Background: an optimization exercise with open tools, aiming at small area and a short achievable clock period. Do not read the settings as production practice.
Function was not checked in any run shown here: the RTL went through the layout flow alone.
No activity file was given, so power comes from the tool's default toggle rates.

## config.mk

```make
export PLATFORM = sky130hd
export DESIGN_NAME = FIR
export DESIGN_NICKNAME = FIR
export VERILOG_FILES = /design/flow/design.v
export SDC_FILE = /design/flow/constraint.sdc
export NUM_CORES = 4
export LEC_CHECK = 0
export ABC_AREA = 0
export CAP_MARGIN = 20
export CORE_MARGIN = 2
export CORE_UTILIZATION = 40
export SETUP_SLACK_MARGIN = 5
export SLEW_MARGIN = 20
export SYNTH_HIERARCHICAL = 1
export SYNTH_MINIMUM_KEEP_SIZE = 0
```

## constraint.sdc

```tcl
create_clock -name core_clock -period 12.0 [get_ports {clk}]
set_input_delay 2.4000 -clock core_clock [delete_from_list [all_inputs] [get_ports {clk}]]
set_output_delay 2.4000 -clock core_clock [all_outputs]
set_load 0.01 [all_outputs]
```

## design.v

```verilog
module FIR(Dout,
           Din,
           clk,
           reset);
    output  [17:0]  Dout;
    input   [7:0]   Din;
    input           clk, reset;
    reg [7:0]  x1, x2n, x3, x4n, x5, x6n, x7;
    reg [15:0] S;
    wire       rn;       
    rinv ur (reset, rn);
    wire s1, c2;
    fa u2 (x2n[0], x4n[0], 1'b1, s1, c2);
    wire s3, c4;
    fa u4 (x2n[1], x4n[1], c2, s3, c4);
    wire s5, c6;
    fa u6 (x2n[2], x4n[2], c4, s5, c6);
    wire s7, c8;
    fa u8 (x2n[3], x4n[3], c6, s7, c8);
    wire s9, c10;
    fa u10 (x2n[4], x4n[4], c8, s9, c10);
    wire s11, c12;
    fa u12 (x2n[5], x4n[5], c10, s11, c12);
    wire s13, c14;
    fa u14 (x2n[6], x4n[6], c12, s13, c14);
    wire s15, c16;
    fa u16 (x2n[7], x4n[7], c14, s15, c16);
    wire n17 = ~x6n[0];
    wire n18 = ~x6n[1];
    wire n19 = ~x6n[2];
    wire n20 = ~x6n[3];
    wire n21 = ~x6n[4];
    wire n22 = ~x6n[5];
    wire n23 = ~x6n[6];
    wire n24 = ~x6n[7];
    wire n25 = ~s1;
    wire n26 = ~s3;
    wire n27 = ~s5;
    wire n28 = ~s7;
    wire n29 = ~s9;
    wire n30 = ~s11;
    wire n31 = ~s13;
    wire n32 = ~s15;
    wire n33 = ~c16;
    wire n34 = ~x7[0];
    wire n35 = ~x7[1];
    wire n36 = ~x7[2];
    wire n37 = ~x7[3];
    wire n38 = ~x7[4];
    wire n39 = ~x7[5];
    wire n40 = ~x7[6];
    wire n41 = ~x7[7];
    wire s42, c43;
    fa u43 (n17, n34, Din[0], s42, c43);
    wire s44, c45;
    fa u45 (n18, n35, s1, s44, c45);
    wire s46, c47;
    fa u47 (s44, Din[1], c43, s46, c47);
    wire s48, c49;
    fa u49 (x3[0], n19, n36, s48, c49);
    wire s50, c51;
    fa u51 (s48, s3, c45, s50, c51);
    wire s52, c53;
    fa u53 (s50, Din[2], c47, s52, c53);
    wire s54, c55;
    fa u55 (x3[1], x7[0], n20, s54, c55);
    wire s56, c57;
    fa u57 (n37, c49, s54, s56, c57);
    wire s58, c59;
    fa u59 (s56, s5, c51, s58, c59);
    wire s60, c61;
    fa u61 (s58, Din[3], c53, s60, c61);
    wire s62, c63;
    fa u63 (x3[0], x3[2], x7[1], s62, c63);
    wire s64, c65;
    fa u65 (n17, n21, n38, s64, c65);
    wire s66, c67;
    fa u67 (c55, s62, n25, s66, c67);
    wire s68, c69;
    fa u69 (s64, c57, s66, s68, c69);
    wire s70, c71;
    fa u71 (s68, s7, c59, s70, c71);
    wire s72, c73;
    fa u73 (Din[0], Din[4], s70, s72, c73);
    wire s74, c75;
    fa u75 (x1[0], x5[0], x3[0], s74, c75);
    wire s76, c77;
    fa u77 (x3[1], x3[3], x7[2], s76, c77);
    wire s78, c79;
    fa u79 (n18, n22, n39, s78, c79);
    wire s80, c81;
    fa u81 (c63, c65, s74, s80, c81);
    wire s82, c83;
    fa u83 (s76, n25, s78, s82, c83);
    wire s84, c85;
    fa u85 (n26, c67, s80, s84, c85);
    wire s86, c87;
    fa u87 (s82, c69, s84, s86, c87);
    wire s88, c89;
    fa u89 (Din[1], Din[5], s86, s88, c89);
    wire s90, c91;
    fa u91 (s9, c71, s88, s90, c91);
    wire s92, c93;
    fa u93 (x1[1], x5[1], x3[1], s92, c93);
    wire s94, c95;
    fa u95 (x3[2], x3[4], x7[3], s94, c95);
    wire s96, c97;
    fa u97 (n19, n23, n40, s96, c97);
    wire s98, c99;
    fa u99 (c75, c77, c79, s98, c99);
    wire s100, c101;
    fa u101 (s92, s94, s96, s100, c101);
    wire s102, c103;
    fa u103 (c81, n26, c83, s102, c103);
    wire s104, c105;
    fa u105 (s98, s100, n27, s104, c105);
    wire s106, c107;
    fa u107 (c85, s102, s104, s106, c107);
    wire s108, c109;
    fa u109 (Din[2], Din[6], c87, s108, c109);
    wire s110, c111;
    fa u111 (s106, c89, s108, s110, c111);
    wire s112, c113;
    fa u113 (s11, c91, s110, s112, c113);
    wire s114, c115;
    fa u115 (x1[2], x5[2], x3[2], s114, c115);
    wire s116, c117;
    fa u117 (x3[3], x3[5], x7[4], s116, c117);
    wire s118, c119;
    fa u119 (n20, n24, n41, s118, c119);
    wire s120, c121;
    fa u121 (c93, c95, c97, s120, c121);
    wire s122, c123;
    fa u123 (s114, s116, s118, s122, c123);
    wire s124, c125;
    fa u125 (c99, c101, s120, s124, c125);
    wire s126, c127;
    fa u127 (s122, n27, c103, s126, c127);
    wire s128, c129;
    fa u129 (s124, n28, c105, s128, c129);
    wire s130, c131;
    fa u131 (Din[3], Din[7], s126, s130, c131);
    wire s132, c133;
    fa u133 (c107, s128, c109, s132, c133);
    wire s134, c135;
    fa u135 (s130, c111, s132, s134, c135);
    wire s136, c137;
    fa u137 (s13, c113, s134, s136, c137);
    wire s138, c139;
    fa u139 (x1[3], x5[3], x3[3], s138, c139);
    wire s140, c141;
    fa u141 (x3[4], x3[6], x7[5], s140, c141);
    wire s142, c143;
    fa u143 (n21, c115, c117, s142, c143);
    wire s144, c145;
    fa u145 (c119, s138, s140, s144, c145);
    wire s146, c147;
    fa u147 (c121, s142, c123, s146, c147);
    wire s148, c149;
    fa u149 (s144, c125, s146, s148, c149);
    wire s150, c151;
    fa u151 (n28, c127, Din[4], s150, c151);
    wire s152, c153;
    fa u153 (s148, n29, c129, s152, c153);
    wire s154, c155;
    fa u155 (c131, s150, s152, s154, c155);
    wire s156, c157;
    fa u157 (c133, s154, c135, s156, c157);
    wire s158, c159;
    fa u159 (s15, s156, c137, s158, c159);
    wire s160, c161;
    fa u161 (x1[4], x5[4], x3[4], s160, c161);
    wire s162, c163;
    fa u163 (x3[5], x3[7], x7[6], s162, c163);
    wire s164, c165;
    fa u165 (n22, c139, c141, s164, c165);
    wire s166, c167;
    fa u167 (s160, s162, c143, s166, c167);
    wire s168, c169;
    fa u169 (c145, s164, s166, s168, c169);
    wire s170, c171;
    fa u171 (c147, s168, Din[5], s170, c171);
    wire s172, c173;
    fa u173 (c149, n29, c151, s172, c173);
    wire s174, c175;
    fa u175 (s170, n30, c153, s174, c175);
    wire s176, c177;
    fa u177 (s172, c155, s174, s176, c177);
    wire s178, c179;
    fa u179 (c16, s176, c157, s178, c179);
    wire s180, c181;
    xnor1 x181 (s178, c159, s180);
    or1 o181 (s178, c159, c181);
    wire s182, c183;
    fa u183 (x1[5], x5[5], x3[5], s182, c183);
    wire s184, c185;
    fa u185 (x3[6], x7[7], n23, s184, c185);
    wire s186, c187;
    fa u187 (c161, c163, s182, s186, c187);
    wire s188, c189;
    fa u189 (s184, c165, s186, s188, c189);
    wire s190, c191;
    fa u191 (c167, s188, c169, s190, c191);
    wire s192, c193;
    fa u193 (Din[6], s190, c171, s192, c193);
    wire s194, c195;
    fa u195 (n30, c173, s192, s194, c195);
    wire s196, c197;
    fa u197 (n31, c175, s194, s196, c197);
    wire s198, c199;
    fa u199 (c177, s196, c179, s198, c199);
    wire s200, c201;
    fa u201 (x1[6], x5[6], x3[6], s200, c201);
    wire s202, c203;
    fa u203 (x3[7], n24, c183, s202, c203);
    wire s204, c205;
    fa u205 (c185, s200, c187, s204, c205);
    wire s206, c207;
    fa u207 (s202, c189, s204, s206, c207);
    wire s208, c209;
    fa u209 (Din[7], s206, c191, s208, c209);
    wire s210, c211;
    fa u211 (s208, c193, n31, s210, c211);
    wire s212, c213;
    fa u213 (c195, n32, s210, s212, c213);
    wire s214, c215;
    fa u215 (c197, s212, c199, s214, c215);
    wire s216, c217;
    fa u217 (x1[7], x5[7], x3[7], s216, c217);
    wire s218, c219;
    fa u219 (c201, s216, c203, s218, c219);
    wire s220, c221;
    fa u221 (c205, s218, c207, s220, c221);
    wire s222, c223;
    fa u223 (s220, c209, n33, s222, c223);
    wire s224, c225;
    fa u225 (n32, c211, s222, s224, c225);
    wire s226, c227;
    fa u227 (c213, s224, c215, s226, c227);
    wire s228, c229;
    fa u229 (c217, c219, c221, s228, c229);
    wire s230, c231;
    fa u231 (s228, n33, c223, s230, c231);
    wire s232, c233;
    fa u233 (c225, s230, c227, s232, c233);
    wire s234, c235;
    fa u235 (c229, c231, c233, s234, c235);
    wire n236 = ~s52;
    wire s237, c238;
    ha u238 (s60, s52, s237, c238);
    wire s239, c240;
    fa u240 (c61, s72, c238, s239, c240);
    wire s241, c242;
    fa u242 (c73, s90, c240, s241, c242);
    wire s243, c244;
    ha u244 (s112, c242, s243, c244);
    wire s245, c246;
    ha u246 (s136, c244, s245, c246);
    wire s247, c248;
    ha u248 (s158, c246, s247, c248);
    wire s249, c250;
    ha u250 (s180, c248, s249, c250);
    wire s251, c252;
    fa u252 (c181, s198, c250, s251, c252);
    wire s253, c254;
    xnor1 x254 (s214, c252, s253);
    or1 o254 (s214, c252, c254);
    wire s255, c256;
    xnor1 x256 (s226, c254, s255);
    or1 o256 (s226, c254, c256);
    wire s257, c258;
    xnor1 x258 (s232, c256, s257);
    or1 o258 (s232, c256, c258);
    wire s259, c260;
    xnor1 x260 (s234, c258, s259);
    or1 o260 (s234, c258, c260);
    wire s261, c262;
    xnor1 x262 (c235, c260, s261);
    or1 o262 (c235, c260, c262);
    wire [15:0] S_next = {s261, s259, s257, s255, s253, s251, s249, s247, s245, s243, s241, s239, s237, n236, s46, s42};
    always @(posedge clk) begin
        x1  <= Din & {8{rn}};
        x2n <= ~(x1 & {8{rn}});
        x3  <= ~(x2n | {8{reset}});
        x4n <= ~(x3 & {8{rn}});
        x5  <= ~(x4n | {8{reset}});
        x6n <= ~(x5 & {8{rn}});
        x7  <= ~(x6n | {8{reset}});
    end
    always @(posedge clk) begin
        if (reset) begin
            S  <= 16'hFF01;
        end else begin
            S  <= S_next;
        end
    end
    wire [15:0] y;
    outadd ua (S, Din, 1'b0, y);
    assign Dout = {2'b00, y};
endmodule
module outadd(input [15:0] s, input [7:0] d, input [0:0] k, output [15:0] y);
    wire o_w1 = ~d[0];
    wire o_w2 = ~d[1];
    wire o_w3 = ~d[2];
    wire o_w4 = ~d[3];
    wire o_w5 = ~d[4];
    wire o_w6 = ~d[5];
    wire o_w7 = ~d[6];
    wire o_w8 = ~d[7];
    wire o_s9, o_c10;
    fa o_u10 (s[3], d[0], o_w4, o_s9, o_c10);
    wire o_s11, o_c12;
    fa o_u12 (s[4], d[1], o_w5, o_s11, o_c12);
    wire o_s13, o_c14;
    fa o_u14 (s[5], d[2], o_w6, o_s13, o_c14);
    wire o_s15, o_c16;
    fa o_u16 (s[6], d[3], o_w7, o_s15, o_c16);
    wire o_s17, o_c18;
    fa o_u18 (s[7], d[4], o_w8, o_s17, o_c18);
    wire o_s19, o_c20;
    ha o_u20 (s[8], d[5], o_s19, o_c20);
    wire o_s21, o_c22;
    ha o_u22 (s[9], d[6], o_s21, o_c22);
    wire o_s23, o_c24;
    ha o_u24 (s[10], d[7], o_s23, o_c24);
    wire o_s25, o_c26;
    ha o_u26 (s[0], o_w1, o_s25, o_c26);
    wire o_s27, o_c28;
    ha o_u28 (s[1], o_w2, o_s27, o_c28);
    wire o_s29, o_c30;
    ha o_u30 (s[2], o_w3, o_s29, o_c30);
    wire o_s31, o_c32;
    ha o_u32 (o_s11, o_c10, o_s31, o_c32);
    wire o_s33, o_c34;
    ha o_u34 (o_s13, o_c12, o_s33, o_c34);
    wire o_s35, o_c36;
    ha o_u36 (o_s15, o_c14, o_s35, o_c36);
    wire o_s37, o_c38;
    ha o_u38 (o_s17, o_c16, o_s37, o_c38);
    wire o_s39, o_c40;
    ha o_u40 (o_s19, o_c18, o_s39, o_c40);
    wire o_s41, o_c42;
    ha o_u42 (o_s21, o_c20, o_s41, o_c42);
    wire o_s43, o_c44;
    ha o_u44 (o_s23, o_c22, o_s43, o_c44);
    wire o_s45, o_c46;
    ha o_u46 (s[11], o_c24, o_s45, o_c46);
    wire o_w47 = o_c28 | (o_s27 & o_c26);
    wire o_w48 = o_s27 & o_s25;
    wire o_w49 = (o_s9 & o_c30);
    wire o_w50 = o_s9 & o_s29;
    wire o_w51 = o_c34 | (o_s33 & o_c32);
    wire o_w52 = o_s33 & o_s31;
    wire o_w53 = o_c38 | (o_s37 & o_c36);
    wire o_w54 = o_s37 & o_s35;
    wire o_w55 = o_c42 | (o_s41 & o_c40);
    wire o_w56 = o_s41 & o_s39;
    wire o_w57 = o_c46 | (o_s45 & o_c44);
    wire o_w58 = o_s45 & o_s43;
    wire o_w59 = s[13] & s[12];
    wire o_w60 = s[15] & s[14];
    wire o_w61 = o_c30 | (o_s29 & o_w47);
    wire o_w62 = o_s29 & o_w48;
    wire o_w63 = o_w49 | (o_w50 & o_w47);
    wire o_w64 = o_w50 & o_w48;
    wire o_w65 = o_c36 | (o_s35 & o_w51);
    wire o_w66 = o_s35 & o_w52;
    wire o_w67 = o_w53 | (o_w54 & o_w51);
    wire o_w68 = o_w54 & o_w52;
    wire o_w69 = o_c44 | (o_s43 & o_w55);
    wire o_w70 = o_s43 & o_w56;
    wire o_w71 = o_w57 | (o_w58 & o_w55);
    wire o_w72 = o_w58 & o_w56;
    wire o_w73 = s[14] & o_w59;
    wire o_w74 = o_w60 & o_w59;
    wire o_w75 = o_c32 | (o_s31 & o_w63);
    wire o_w76 = o_s31 & o_w64;
    wire o_w77 = o_w51 | (o_w52 & o_w63);
    wire o_w78 = o_w52 & o_w64;
    wire o_w79 = o_w65 | (o_w66 & o_w63);
    wire o_w80 = o_w66 & o_w64;
    wire o_w81 = o_w67 | (o_w68 & o_w63);
    wire o_w82 = o_w68 & o_w64;
    wire o_w83 = (s[12] & o_w71);
    wire o_w84 = s[12] & o_w72;
    wire o_w85 = (o_w59 & o_w71);
    wire o_w86 = o_w59 & o_w72;
    wire o_w87 = (o_w73 & o_w71);
    wire o_w88 = o_w73 & o_w72;
    wire o_w89 = (o_w74 & o_w71);
    wire o_w90 = o_w74 & o_w72;
    wire o_w91 = o_c40 | (o_s39 & o_w81);
    wire o_w92 = o_s39 & o_w82;
    wire o_w93 = o_w55 | (o_w56 & o_w81);
    wire o_w94 = o_w56 & o_w82;
    wire o_w95 = o_w69 | (o_w70 & o_w81);
    wire o_w96 = o_w70 & o_w82;
    wire o_w97 = o_w71 | (o_w72 & o_w81);
    wire o_w98 = o_w72 & o_w82;
    wire o_w99 = o_w83 | (o_w84 & o_w81);
    wire o_w100 = o_w84 & o_w82;
    wire o_w101 = o_w85 | (o_w86 & o_w81);
    wire o_w102 = o_w86 & o_w82;
    wire o_w103 = o_w87 | (o_w88 & o_w81);
    wire o_w104 = o_w88 & o_w82;
    wire o_w105 = o_w89 | (o_w90 & o_w81);
    wire o_w106 = o_w90 & o_w82;
    wire o_w107 = o_s27 ^ o_c26;
    wire o_w108 = o_s29 ^ o_w47;
    wire o_w109 = o_s9 ^ o_w61;
    wire o_w110 = o_s31 ^ o_w63;
    wire o_w111 = o_s33 ^ o_w75;
    wire o_w112 = o_s35 ^ o_w77;
    wire o_w113 = o_s37 ^ o_w79;
    wire o_w114 = o_s39 ^ o_w81;
    wire o_w115 = o_s41 ^ o_w91;
    wire o_w116 = o_s43 ^ o_w93;
    wire o_w117 = o_s45 ^ o_w95;
    wire o_w118 = s[12] ^ o_w97;
    wire o_w119 = s[13] ^ o_w99;
    wire o_w120 = s[14] ^ o_w101;
    wire o_w121 = s[15] ^ o_w103;
    assign y = {o_w121, o_w120, o_w119, o_w118, o_w117, o_w116, o_w115, o_w114, o_w113, o_w112, o_w111, o_w110, o_w109, o_w108, o_w107, o_s25};
endmodule
module rinv(input r, output rn);
    assign rn = ~r;
endmodule
module xnor1(input a, input b, output y);
    assign y = ~(a ^ b);
endmodule
module or1(input a, input b, output y);
    assign y = a | b;
endmodule
module fa(input a, input b, input c, output s, output co);
    assign s = a ^ b ^ c;
    assign co = (a & b) | (a & c) | (b & c);
endmodule
module ha(input a, input b, output s, output co);
    assign s = a ^ b;
    assign co = a & b;
endmodule
```

## flow/run.sh

```bash
#!/bin/bash
# Own layout flow: the standard ORFS flow (standard.sh's make command and
# synthesis, unchanged), with these changes after synthesis:
#  - timing repair aims at a setup slack margin of $MARGIN ns,
#  - port buffers are buf_2 cells (ORFS's default pick is a delay cell),
#  - clock tree: clkbuf_8 buffers, larger sink clusters, no dummy loads.
# ORFS writes each tool's log under orfs/logs/; make's output goes to
# make_*.log in this folder.
set -euo pipefail
MARGIN=5
MAKELINE=$(grep '^make ' standard.sh | sed 's/"\${@:-finish}"//')
run_make() { eval "$MAKELINE"' "$@"'; }
run_make synth > make_synth.log 2>&1
run_make "SETUP_SLACK_MARGIN=$MARGIN" \
  "BUFFER_PORTS_ARGS=-buffer_cell sky130_fd_sc_hd__buf_2" \
  "CTS_ARGS=-sink_clustering_enable -repair_clock_nets -dont_use_dummy_load -buf_list sky130_fd_sc_hd__clkbuf_8 -sink_clustering_size 30 -sink_clustering_max_diameter 100" \
  finish > make_finish.log 2>&1
# everything is built: this only writes out/final.def from the final layout
bash standard.sh finish > make_def.log 2>&1
```

## standard.sh

```bash
#!/bin/bash
# synth_recipe.tcl (not shown) runs the flow's synth.tcl, then flattens the netlist and writes it again
# the make line also repeats each setting of config.mk as NAME=value (left out here)
make -C /OpenROAD-flow-scripts/flow DESIGN_CONFIG=/design/flow/config.mk WORK_HOME=/design/flow/orfs CLKGATE_MAP_FILE= SYNTH_SCRIPT=/design/flow/synth_recipe.tcl "${@:-finish}"
```

==> metrics.md, run 1 <==
| Metric | Value |
|---|---|
| Pin count of the biggest net entering global routing | 42 |
| Post-synth EDFFs | 0 |
| Worst slack, placed | 4.59 ns |
| I/O pins | 28 |
| CP startpoint kind | flip-flop |
| TNS Setup | 0 ns |
| Yosys top cell area share | 44.6% |
| Worst-Skew Late Latency | 0.34 ns |
| Clk sinks | 72 |
| First-pass GRT wire length | 14200 µm |
| CORE AREA | 12100 µm² |
| Final wirelength | 8550 µm |
| Slew HR | 51.3% |
| Max cap viols | 0 |
| 1st-iter DRT viols | 57 |
| Clk buf depth | 2 |
| Setup ws final | 5.03 ns |
| FP Rows | 40 |
| Post-synth top cells | fa_1, dfxtp_1, inv_1, nor2_1, nand2_1 |
| Max rail drop VDD | 0.107 mV |
| Fin nets | 571 |
| Hold buffers post-CTS | 0 |
| # setup viols final | 0 |
| Asr flop ratio synth | 0% |
| Clock Skew | 0.0153 ns |
| Lkg Pwr | 2.46 nW |
| DR vias/cell | 4.48 |
| Main flop type after synthesis | dfxtp_1 |
| Pwr Density | 206 nW/µm² |
| Status | timing/DRC/antenna clean |
| Share of layout cells above drive strength 1 | 22.2% |
| Kind of critical path | flip-flop to flip-flop |
| Die ar. | 13500 µm² |
| CTS root buffer | clkbuf_8 |
| Initial core utilization | 41.5% |
| # placed instances | 567 |
| Min-Delay Path Class | flip-flop to flip-flop |
| Cell variety after synth | 29 |
| Gate Count Post-Synth | 397 |
| Final slew viol count | 0 |
| CP Capture Type | flip-flop |
| Crit path max fanout | 4 |
| Ys Warns | 7 |
| Routability cong. | 0.832 |
| Slew @ Worst Pin | 0.730 ns |
| CTS tree | done |
| GRT overflow | 0 |
| CP arrival | 7.19 ns |
| Final ANT Viol Nets | 0 |
| Via total after detailed routing | 2653 |
| Fmax | 0.144 GHz |
| Mean post-synth cell area | 12.7 µm² |
| Dominant cell type by area after synthesis | fa_1 |
| Filler cells | 1151 |
| Buffers added on ports | 25 |
| Post-DP HPWL | 7080 µm |
| Clock-pin slew on the worst setup and hold paths | 0.07 ns |
| Unrepaired setup endpoints after global routing | true |
| Area added between synthesis and finish | 11.6% |
| First drt pass iteration count | 4 |
| Flop and latch count out of synthesis | 72 |
| Inserted Diodes | 0 |
| Hold Fails Final Rpt | 0 |
| Vias in the first global route | 2970 |
| CTS Buf Count | 9 |
| H-tree depth | 3 |
| Count leader, synth | fa_1 |
| Period utilisation layout | 58.1% |
| Post-route insts no fill | 592 |
| Routed WL per cell | 14.4 µm |
| Die H | 116 µm |
| Seq/Total Area, Yosys | 28.7% |
| GR Util All Layers | 14.2% |
| Final Critical Period | 6.97 ns |
| Synth Cell Area | 5020 µm² |
| Main area contributors after synthesis | fa_1, dfxtp_1, ha_1 |
| DRC | 0 |
| WP data required | 12.22 ns |
| Initial antenna violation count | 0 |
| DIE WIDTH | 116 µm |
==> state kept, by name, summed over array words and instances, names as in the netlist <==
signal  count
x3          8
x6n         8
S          16
x7          8
x2n         8
x1          8
x5          8
x4n         8
==> modules after synthesis (local to each module, per instance) <==
module | flip-flops and latches | cells
FIR | 72 | 180
outadd | 0 | 74
fa | 0 | 1
ha | 0 | 1
xnor1 | 0 | 1
or1 | 0 | 1
rinv | 0 | 1
==> cell type report <==
type	instances	area, µm²	share of cell area, %
Timing Repair Buffer	42	299	5.33
Tap cell	168	210	3.75
Multi-Input combinational cell	264	3390	60.5
Inverter	37	141	2.52
Sequential cell	72	1440	25.7
Clock buffer	9	124	2.21
==> timing repair <==
action                     in CTS  in global routing
gates resized for setup        19                 24
pin swaps                      19                 20
buffers inserted                7                  9
setup endpoints to repair       4                  6
==> placed cells by master (no fill, tap or decap), types with 2 or more instances in the layout <==
| master | n |
|---|---|
| nor2_1 | 30 |
| ha_1 | 14 |
| ha_2 | 6 |
| dfxtp_1 | 71 |
| clkbuf_4 | 2 |
| buf_2 | 18 |
| xnor2_1 | 15 |
| fa_1 | 92 |
| ha_4 | 3 |
| buf_4 | 19 |
| xor2_1 | 2 |
| fa_2 | 20 |
| clkbuf_8 | 9 |
| and2_1 | 8 |
| inv_1 | 35 |
| a211oi_2 | 2 |
| a21o_1 | 2 |
| or2_1 | 14 |
| a211o_1 | 3 |
| o21bai_1 | 2 |
| a21oi_1 | 2 |
| nand2_1 | 26 |
| a21oi_2 | 4 |
| nor2_2 | 2 |
| nor2b_1 | 6 |
| buf_12 | 2 |
| conb_1 | 3 |
==> layer usage <==
metal	share of wire, %	vias up	GRT usage (%)
met1	46	1373	19.0
met4	0.77	0	3.57
li1	-	1234	-
met3	4.1	4	3.50
met2	49	42	23.4
met5	0	-	0
==> path summary, 6_finish.rpt <==
kind	start	endpoint	slack, ns	cells after the start
max	x3[2]	S[15]	5.03	17
min	x5[6]	x6n[6]	0.40	1
max reg2reg	x3[2]	S[15]	5.03	17
min reg2reg	x5[6]	x6n[6]	0.40	1
==> cells by family (layout without fill, tap and decap cells) <==
group	after synthesis	after routing	synth area share [%]
other cells	2	3	0.149
xor+xnor	17	17	2.96
compound gates	19	19	3.14
fa+ha+maj	135	135	50.4
simple gates	90	90	8.54
buf+inv	62	88	6.15
flops	72	72	28.7
==> stage by stage <==
| stage | power (W) | util, % | cell area (µm²) | hold WS, ns |
|---|---|---|---|---|
| detailed placement | 0.000950 | 43.1 | 5220 | 0.393 |
| global placement | 0.000946 | 43.1 | 5220 | 0.391 |
| CTS | 0.00113 | 45.0 | 5450 | 0.397 |
| floorplan | 0.000877 | - | 5050 | 0.386 |
| global route | 0.00128 | 46.3 | 5610 | 0.415 |
| finish | 0.00115 | 46.3 | 5610 | 0.397 |
==> report_power, final <==
| part | total [W] | switching [W] | internal [W] |
|---|---|---|---|
| sequential | 0.000284 | 0.0000152 | 0.000269 |
| combinational | 0.000725 | 0.000335 | 0.000390 |
| clock | 0.000143 | 0.0000760 | 0.0000669 |
| total | 0.00115 | 0.000426 | 0.000726 |
==> worst max-delay path, cell delays in order (launching register included) <==
cell and delay [ns]:
dfxtp_1 0.49, fa_1 0.49, fa_1 0.43, fa_1 0.54
fa_1 0.43, fa_2 0.36, fa_1 0.42, fa_1 0.42
fa_2 0.35, fa_2 0.34, fa_1 0.38, fa_1 0.39
fa_1 0.39, fa_2 0.35, fa_1 0.49, or2_1 0.25
xnor2_1 0.12, or2_1 0.20
==> run 2: changes to the inputs <==
--- a/config.mk
+++ b/config.mk
@@ -5,7 +5,7 @@
 export SDC_FILE = /design/flow/constraint.sdc
 export NUM_CORES = 4
 export LEC_CHECK = 0
-export ABC_AREA = 0
+export ABC_AREA = 1
 export CAP_MARGIN = 20
 export CORE_MARGIN = 2
 export CORE_UTILIZATION = 40
==> run 2 against run 1 <==
Compared with the run above: cell area increased by 0.91%; critical path depth decreased by 5; sequential power about the same; sequential cell count unchanged; area after synthesis increased by 4.5%; utilization decreased by 1.8 points; non-clock buffer count decreased by 11; via count increased by 16%; setup slack improved by 0.095 ns; routed wire length increased by 7.6%.
==> metrics.md, run 2 <==
| Metric | Value |
|---|---|
| Setup ws final | 5.13 ns (was 5.03 ns) |
| Routability cong. | 0.860 (was 0.832) |
| Area added between synthesis and finish | 7.74% (was 11.6%) |
| DIE WIDTH | 119 µm (was 116 µm) |
| Dominant cell type by area after synthesis | fa_1 (unchanged) |
| Via total after detailed routing | 3068 (was 2653) |
| Max reg flops | 16 (unchanged) |
| Routed WL per cell | 13.4 µm (was 14.4 µm) |
| WHS | 0.394 ns (was 0.397 ns) |
| Area of the multi-input gates | 3330 µm² (was 3390 µm²) |
| Gate Count Post-Synth | 499 (was 397) |
| Gr busiest metal | met2 (unchanged) |
| Lkg Pwr | 2.87 nW (was 2.46 nW) |
| Compound-Gate Fraction of Synth Area | 1.05% (was 3.14%) |
| Switch Pwr | 0.000511 W (was 0.000426 W) |
| Pin count of the biggest net entering global routing | 34 (was 42) |
| Final Critical Period | 6.87 ns (was 6.97 ns) |
| Worst slack, placed | 4.77 ns (was 4.59 ns) |
| Grt met1 use | 18.8% (was 19.0%) |
| Clock Skew | 0.0126 ns (was 0.0153 ns) |
| CP startpoint kind | input pin (was flip-flop) |
| Net Sw Frac | 43.2% (was 37.0%) |
| Unrepaired setup endpoints after global routing | true (unchanged) |
| Combinational fraction of design power | 63.5% (was 62.9%) |
| Kind of critical path | input pin to output pin (was flip-flop to flip-flop) |
| Die H | 119 µm (was 116 µm) |
| Initial core utilization | 41.3% (was 41.5%) |
| Max cap viols | 0 (unchanged) |
| Register share of total power | 24.0% (was 24.7%) |
| Largest Register | S (unchanged) |
| I/O pins | 28 (unchanged) |
| Buffers added on ports | 25 (unchanged) |
| Pwr Density | 209 nW/µm² (was 206 nW/µm²) |
| Critical Path Start | Din[6] (was x3[2]) |
| # setup viols final | 0 (unchanged) |
| First drt pass iteration count | 4 (unchanged) |
| Fmax | 0.146 GHz (was 0.144 GHz) |
| Crit path max fanout | 7 (was 4) |
| 1st-iter DRT viols | 129 (was 57) |
| Inserted Diodes | 0 (unchanged) |
| Adder-cell area share of the yosys netlist | 48.2% (was 50.4%) |
| Slew @ Worst Pin | 1.01 ns (was 0.730 ns) |
| Worst Reg-to-Reg Cells | 22 (was 17) |
| Max rail drop VDD | 0.0864 mV (was 0.107 mV) |
| WP data required | 9.60 ns (was 12.22 ns) |
| Final wirelength | 9200 µm (was 8550 µm) |
| CTS root buffer | clkbuf_8 (unchanged) |
| R2R Setup Slk | 5.24 ns (was 5.03 ns) |
| Xor/xnor share of the synthesized area | 0.834% (was 2.96%) |
| Post-synth top cells | fa_1, inv_1, nand2_1, dfxtp_1, nor2_1 (was fa_1, dfxtp_1, inv_1, nor2_1, nand2_1) |
| Most frequent cells in the layout | nand2_1, fa_1, inv_1 (was fa_1, dfxtp_1, inv_1) |
| Share of layout cells above drive strength 1 | 14.1% (was 22.2%) |
| CTS Buf Count | 9 (unchanged) |
| Min-Delay Path Class | flip-flop to flip-flop (unchanged) |
| Filler cells | 1236 (was 1151) |
| Mean post-synth cell area | 10.5 µm² (was 12.7 µm²) |
| Main combinational cell family by area after synthesis | adder cells (unchanged) |
| Clock-pin slew on the worst setup and hold paths | 0.07 ns (about the same) |
| Clk buf depth | 2 (unchanged) |
| Main area contributors after synthesis | fa_1, dfxtp_1, inv_1 (was fa_1, dfxtp_1, ha_1) |
| TNS Setup | 0 ns (unchanged) |
| Slew HR | 32.0% (was 51.3%) |
| DRC | 0 (unchanged) |
| Initial antenna violation count | 0 (unchanged) |
| Cell variety after synth | 20 (was 29) |
| Asr flop ratio synth | 0% (unchanged) |
| Hold Fails Final Rpt | 0 (unchanged) |
| CP arrival | 4.47 ns (was 7.19 ns) |
| Count leader, synth | fa_1 (unchanged) |
| Vias in the first global route | 3173 (was 2970) |
| Reg2reg end | S[15] (unchanged) |
| DR vias/cell | 4.46 (was 4.48) |
| Ys Warns | 7 (unchanged) |
| Reg area | 1440 µm² (about the same) |
| Mux contribution to synthesized area | 0% (unchanged) |
| Clk sinks | 72 (unchanged) |
| Placed Area | 5400 µm² (was 5220 µm²) |
| Fin nets | 663 (was 571) |
| Met3 Resource Use GR | 3.43% (was 3.50%) |
| Worst-Skew Late Latency | 0.35 ns (was 0.34 ns) |
| GRT overflow | 0 (unchanged) |
| Flop and latch count out of synthesis | 72 (unchanged) |
| Internal power | 0.000672 W (was 0.000726 W) |
| Grt met2 use | 23.7% (was 23.4%) |
| Final ANT Viol Nets | 0 (unchanged) |
| Simple-gate share of the synthesized area | 11.6% (was 8.54%) |
| GR Util All Layers | 14.3% (was 14.2%) |
| First-pass GRT wire length | 15400 µm (was 14200 µm) |
| Yosys top cell area share | 42.7% (was 44.6%) |
| H-tree depth | 3 (unchanged) |
| Status | timing/DRC/antenna clean (unchanged) |
| CTS tree | done (unchanged) |
| R2r startpoint | x2n[0] (was x3[2]) |
| Design Area, Final | 5660 µm² (was 5610 µm²) |
| Commonest non-fill, non-tap cell in the layout | nand2_1 (was fa_1) |
| Seq/Total Area, Yosys | 27.4% (was 28.7%) |
| CP Capture Type | output pin (was flip-flop) |
| FP Rows | 41 (was 40) |
| Period utilisation layout | 57.3% (was 58.1%) |
| Final slew viol count | 0 (unchanged) |
| Post-DP HPWL | 7630 µm (was 7080 µm) |
| Post-synth EDFFs | 0 (unchanged) |
| Clock Power Share | 12.4% (about the same) |
| Hold buffers post-CTS | 0 (unchanged) |
| Crit path capture | Dout[9] (was S[15]) |
| Die ar. | 14100 µm² (was 13500 µm²) |
| Synth Cell Area | 5250 µm² (was 5020 µm²) |
| CORE AREA | 12700 µm² (was 12100 µm²) |
| Main flop type after synthesis | dfxtp_1 (unchanged) |
run 2: cells by family after synthesis:
kind of cell / Yosys count
compound gates: 8
xor+xnor: 5
fa+ha+maj: 135
buf+inv: 123
flops: 72
other cells: 2
simple gates: 154
run 2: power groups by stage:
stage / clock network, W / registers (W) / logic [W]
finish: 0.000147 / 0.000284 / 0.000752
global route: 0.000162 / 0.000287 / 0.000883
CTS: 0.000155 / 0.000284 / 0.000739
detailed placement: 0 / 0.000290 / 0.000735
global placement: 0 / 0.000289 / 0.000711
floorplan: 0 / 0.000286 / 0.000644
run 2: area by class of cell:
class,instances,share of cell area [%]
Clock buffer,9,2.19
Sequential cell,72,25.5
Inverter,99,6.57
Timing Repair Buffer,31,3.10
Multi-Input combinational cell,305,58.8
Tap cell,172,3.80
run 2: critical path: stages:
cell and delay (ns):
buf_2 0.19, inv_1 0.10, fa_1 0.55, ha_4 0.23
nand2_1 0.07, inv_1 0.06, a21oi_4 0.16, nand2_4 0.10
ha_1 0.19, nor2_1 0.12, xnor2_1 0.13, buf_2 0.15
run 2: per-stage QoR:
step	power, W	instances	util (%)
6_report	0.00118	688	44.5
5_1_grt	0.00133	688	44.5
4_1_cts	0.00118	684	43.7
3_5_place_dp	0.00102	673	42.5
3_3_place_gp	0.00100	673	42.5
2_1_floorplan	0.000930	500	-
run 2: timing repair:
action                                 4_1_cts  5_1_grt
pin swaps                                    2       10
gates cloned                                 0        0
setup buffers                                2        4
endpoints found under the hold margin        0        0
setup endpoints to repair                    1        3
resized for setup                            6       19
run 2: worst min path at each step:
stage	from	endpoint	slack (ns)	cells past startpoint
4_1_cts	x6n[5]	x7[5]	0.40	1
3_3_place_gp	x6n[3]	x7[3]	0.39	1
5_1_grt	x5[4]	x6n[4]	0.42	1
2_1_floorplan	x6n[5]	x7[5]	0.39	1
6_report	x5[4]	x6n[4]	0.39	1
3_5_place_dp	x6n[0]	x7[0]	0.39	1
run 2: Yosys stat by module, one instance, submodules excluded:
module,times used,cells inside
rinv,1,1
outadd,1,119
or1,5,3
FIR,1,203
ha,19,1
fa,112,1
xnor1,6,5
run 2: per-layer routing:
layer  routed length [µm]  vias to the layer above
li1                     -                     1446
met2                 4660                       37
met4                  119                        0
met3                  242                       11
met5                    0                        -
met1                 4170                     1574

afterwards: timing with drivers on the ports:
In the flow no input, the clock included, has a driving cell. The finished layouts below were timed again as built, in two steps.
Step 1, drivers: a clkbuf_16 drives clk and a buf_2 each remaining input, both assumed.
Step 2, shift: input delay + t, output delay - t, t = (earliest + latest rising clock arrival at the registers) / 2. This alone moves slack from input paths to output paths.
a / b / c = no drivers / after step 1 / after step 2; a / b = the first two.
run | t (ns) | setup slack, ns | worst data-port slew with drivers (ns) | cell pins on the clock port's net
run 1 | 0.362 | 5.034 / 4.999 / 4.692 | 0.06 | 1
run 2 | 0.377 | 5.129 / 5.109 / 4.891 | 0.03 | 1
After both steps every run listed still meets setup and hold. The setup slack of run 1, which loses most, moves by -0.035 ns with the drivers and by -0.342 ns with both steps.
